This design comes from an exercise in tuning for small area on the open sky130 flow, not from production work. In this exercise RTL edits were held to simulation tests only and were not proved equivalent to the original. No activity file was given, so power comes from the tool's default toggle rates.

// HC_SR04_module
module HC_SR04_module (
    input  clk,
    input  reset,
    input  start_trigger,
    input  data,
    output start_tick,
    output [15:0] o_data,
    output done
);
    localparam IDLE = 2'd0, START = 2'd1, WAIT = 2'd2, DATA = 2'd3;
    reg [6:0] div;
    wire tick = div[6] & div[5] & div[2];
    reg [1:0] state;
    reg [8:0] q;
    reg [5:0] r;
    reg done_reg;
    wire in_start = (state == START);
    wire in_data  = (state == DATA);
    wire r_last   = r[5] & r[4] & r[3] & r[0];          
    wire r_ninth  = r[3] & r[0];                        
    wire q_last   = q[8] & q[7] & q[3] & q[2] & q[1] & q[0];  
    wire count    = in_data & data & tick;
    assign start_tick = in_start & (r != 6'd0);
    assign o_data = {7'd0, q};
    assign done = done_reg;
    always @(posedge clk, posedge reset) begin
        if (reset) begin
            div <= 7'd0;
        end else begin
            div <= tick ? 7'd1 : div + 7'd1;
        end
    end
    always @(posedge clk, posedge reset) begin
        if (reset) begin
            state <= IDLE;
            q <= 9'd0;
            done_reg <= 1'b0;
        end else begin
            done_reg <= in_data & ~data;
            case (state)
                IDLE:  if (start_trigger) state <= START;
                START: if (tick) begin
                    q <= 9'd0;
                    if (r_ninth) state <= WAIT;
                end
                WAIT:  if (data) state <= DATA;
                DATA:  if (!data) state <= IDLE;
                       else if (tick && r_last) begin
                           q <= q + 9'd1;
                           if (q_last) state <= IDLE;
                       end
            endcase
        end
    end
    always @(posedge clk) begin
        if (!state[0])
            r <= 6'd0;
        else if (tick && (in_start || data))
            r <= r_last ? 6'd0 : r + 6'd1;
    end
endmodule
==> flow/config.mk <==
export PLATFORM = sky130hd
export DESIGN_NAME = HC_SR04_module
export DESIGN_NICKNAME = HC_SR04_module
export VERILOG_FILES = /design/flow/design.v
export SDC_FILE = /design/flow/constraint.sdc
export NUM_CORES = 4
export LEC_CHECK = 0
export ABC_AREA = 0
export ABC_CLOCK_PERIOD_IN_PS = 100000
export CAP_MARGIN = 20
export CORE_MARGIN = 2
export CORE_UTILIZATION = 70
export CTS_BUF_LIST = sky130_fd_sc_hd__clkbuf_8
export SLEW_MARGIN = 20
==> flow/constraint.sdc <==
create_clock -name core_clock -period 12.0 [get_ports {clk}]
set_input_delay 2.4000 -clock core_clock [delete_from_list [all_inputs] [get_ports {clk}]]
set_output_delay 2.4000 -clock core_clock [all_outputs]
set_load 0.01 [all_outputs]
standard.sh (not shown) runs the stock make flow with config.mk's settings and CLKGATE_MAP_FILE= SYNTH_SCRIPT=/design/flow/synth_recipe.tcl, a recipe that flattens the netlist after the stock synthesis.
==> flow/flow/run.sh <==
#!/bin/bash
# Own layout flow: standard synthesis, then an area re-mapping of its combinational logic
# (registers untouched), then the standard ORFS layout with small port buffers.
set -euo pipefail
W=$PWD
R=$W/orfs/results/$FLOW_PLATFORM/HC_SR04_module/base
F=$W/flow
bash standard.sh synth > $W/log_1_standard_synth.txt 2>&1
cp $R/1_2_yosys.v $W/std_1_2_yosys.v
LIB=$FLOW_HOME/platforms/sky130hd/lib/sky130_fd_sc_hd__tt_025C_1v80.lib \
DONT="sky130_fd_sc_hd__probe_p_8 sky130_fd_sc_hd__probec_p_8 sky130_fd_sc_hd__lpflow_*" \
IN=$W/std_1_2_yosys.v OUT=$W/resyn.v TOP=$FLOW_TOP ABC_SCRIPT=$F/area.abc \
  yosys -c $F/resyn.tcl > $W/log_2_resyn.txt 2>&1
cp $W/resyn.v $R/1_2_yosys.v
rm -f $R/1_synth.odb $R/1_synth.sdc
bash standard.sh BUFFER_PORTS_ARGS="-buffer_cell sky130_fd_sc_hd__buf_1" SKIP_REPAIR_TIE_FANOUT=1 finish > $W/log_3_layout.txt 2>&1
==> flow/flow/area.abc <==
strash
&get -n
&deepsyn -T 20
&put
dch -f
&get -n
&nf -a
&put
==> flow/flow/resyn.tcl <==
# Re-map the combinational logic of the standard synthesis netlist for area.
# Flip-flops (and tie cells) are kept as the very same instances, names and cell types.
yosys -import
set lib $::env(LIB)
read_liberty -ignore_miss_func $lib
read_verilog $::env(IN)
hierarchy -top $::env(TOP)
set keep {}
foreach c [split [tee -q -s result.string select -list t:sky130_fd_sc_hd__df* t:sky130_fd_sc_hd__conb_*] "\n"] {}
foreach t [lsort -unique [regexp -all -inline {sky130_fd_sc_hd__(?:df|conb_)\w+} [tee -q -s result.string ls]]] {}
set used [lsort -unique [regexp -all -inline {sky130_fd_sc_hd__\w+} [read [open $::env(IN)]]]]
foreach t $used {
  if {[regexp {^sky130_fd_sc_hd__(df|conb_)} $t]} {
    setattr -mod -set keep_hierarchy 1 $t
    lappend keep $t
  }
}
flatten
hierarchy -top $::env(TOP)
foreach t $keep { blackbox $t }
opt_clean -purge
set dont {}
foreach c $::env(DONT) { lappend dont -dont_use $c }
abc -liberty $lib {*}$dont -script $::env(ABC_SCRIPT)
opt_clean -purge
stat -liberty $lib
write_verilog -noattr -nohex -nodec $::env(OUT)
The starting point completed with no timing, DRC or antenna violations.
Then changed:
==> flow/run.sh (new file) <==
#!/bin/bash
# synth_recipe.tcl (not shown) runs the flow's synth.tcl, then flattens the netlist and writes it again
# the make line also repeats each setting of config.mk as NAME=value (left out here)
make -C /OpenROAD-flow-scripts/flow DESIGN_CONFIG=/design/flow/config.mk WORK_HOME=/design/flow/orfs CLKGATE_MAP_FILE= SYNTH_SCRIPT=/design/flow/synth_recipe.tcl finish
Settings changed: ABC_AREA 0 to 1, ABC_CLOCK_PERIOD_IN_PS 100000 to not set, CORE_UTILIZATION 70 to 40.
removed: flow/flow/run.sh
removed: flow/flow/area.abc
removed: flow/flow/resyn.tcl
removed: flow/standard.sh
Effect: The changed run produced a clean layout. Cell count increases by 100%. Worst hold slack is worse by 0.0061 ns. Synthesized cell count rose by 100%. Final area grows by 57%. Maximum frequency is lower by 5.3%. Critical path depth drops by 2. Non-clock buffer count does not change. Routed wire length rises by 34%. Sequential power went up by 11%.

==> separate check: timing with driven ports <==
The results above use ideal ports. As a check the final layouts listed here were re-extracted and re-timed, cells and wires unchanged.
Step 1, drivers: a clkbuf_16 drives clk and a buf_2 each remaining input, both assumed.
Step 2 adds t to the input delays and takes it off the output delays; t is the mean of the earliest and latest rising clock arrival at the registers after step 1. Input paths then give back, and output paths get back, about the clock's delay inside the block.
Slacks: no drivers / after step 1 / after step 2; pairs: no drivers / after step 1.
| run | shift t [ns] | setup slack, ns | hold slack, ns | worst data-port slew with drivers (ns) |
|---|---|---|---|---|
| the first run | 0.292 | 8.022 / 8.026 / 7.734 | 0.503 / 0.503 / 0.503 | 0.03 |
| the second run | 0.301 | 7.801 / 7.776 / 8.078 | 0.497 / 0.497 / 0.497 | 0.03 |
After both steps every run listed still meets setup and hold. For the first run, which loses most, drivers alone change the setup slack by +0.004 ns; drivers and shift together by -0.288 ns.
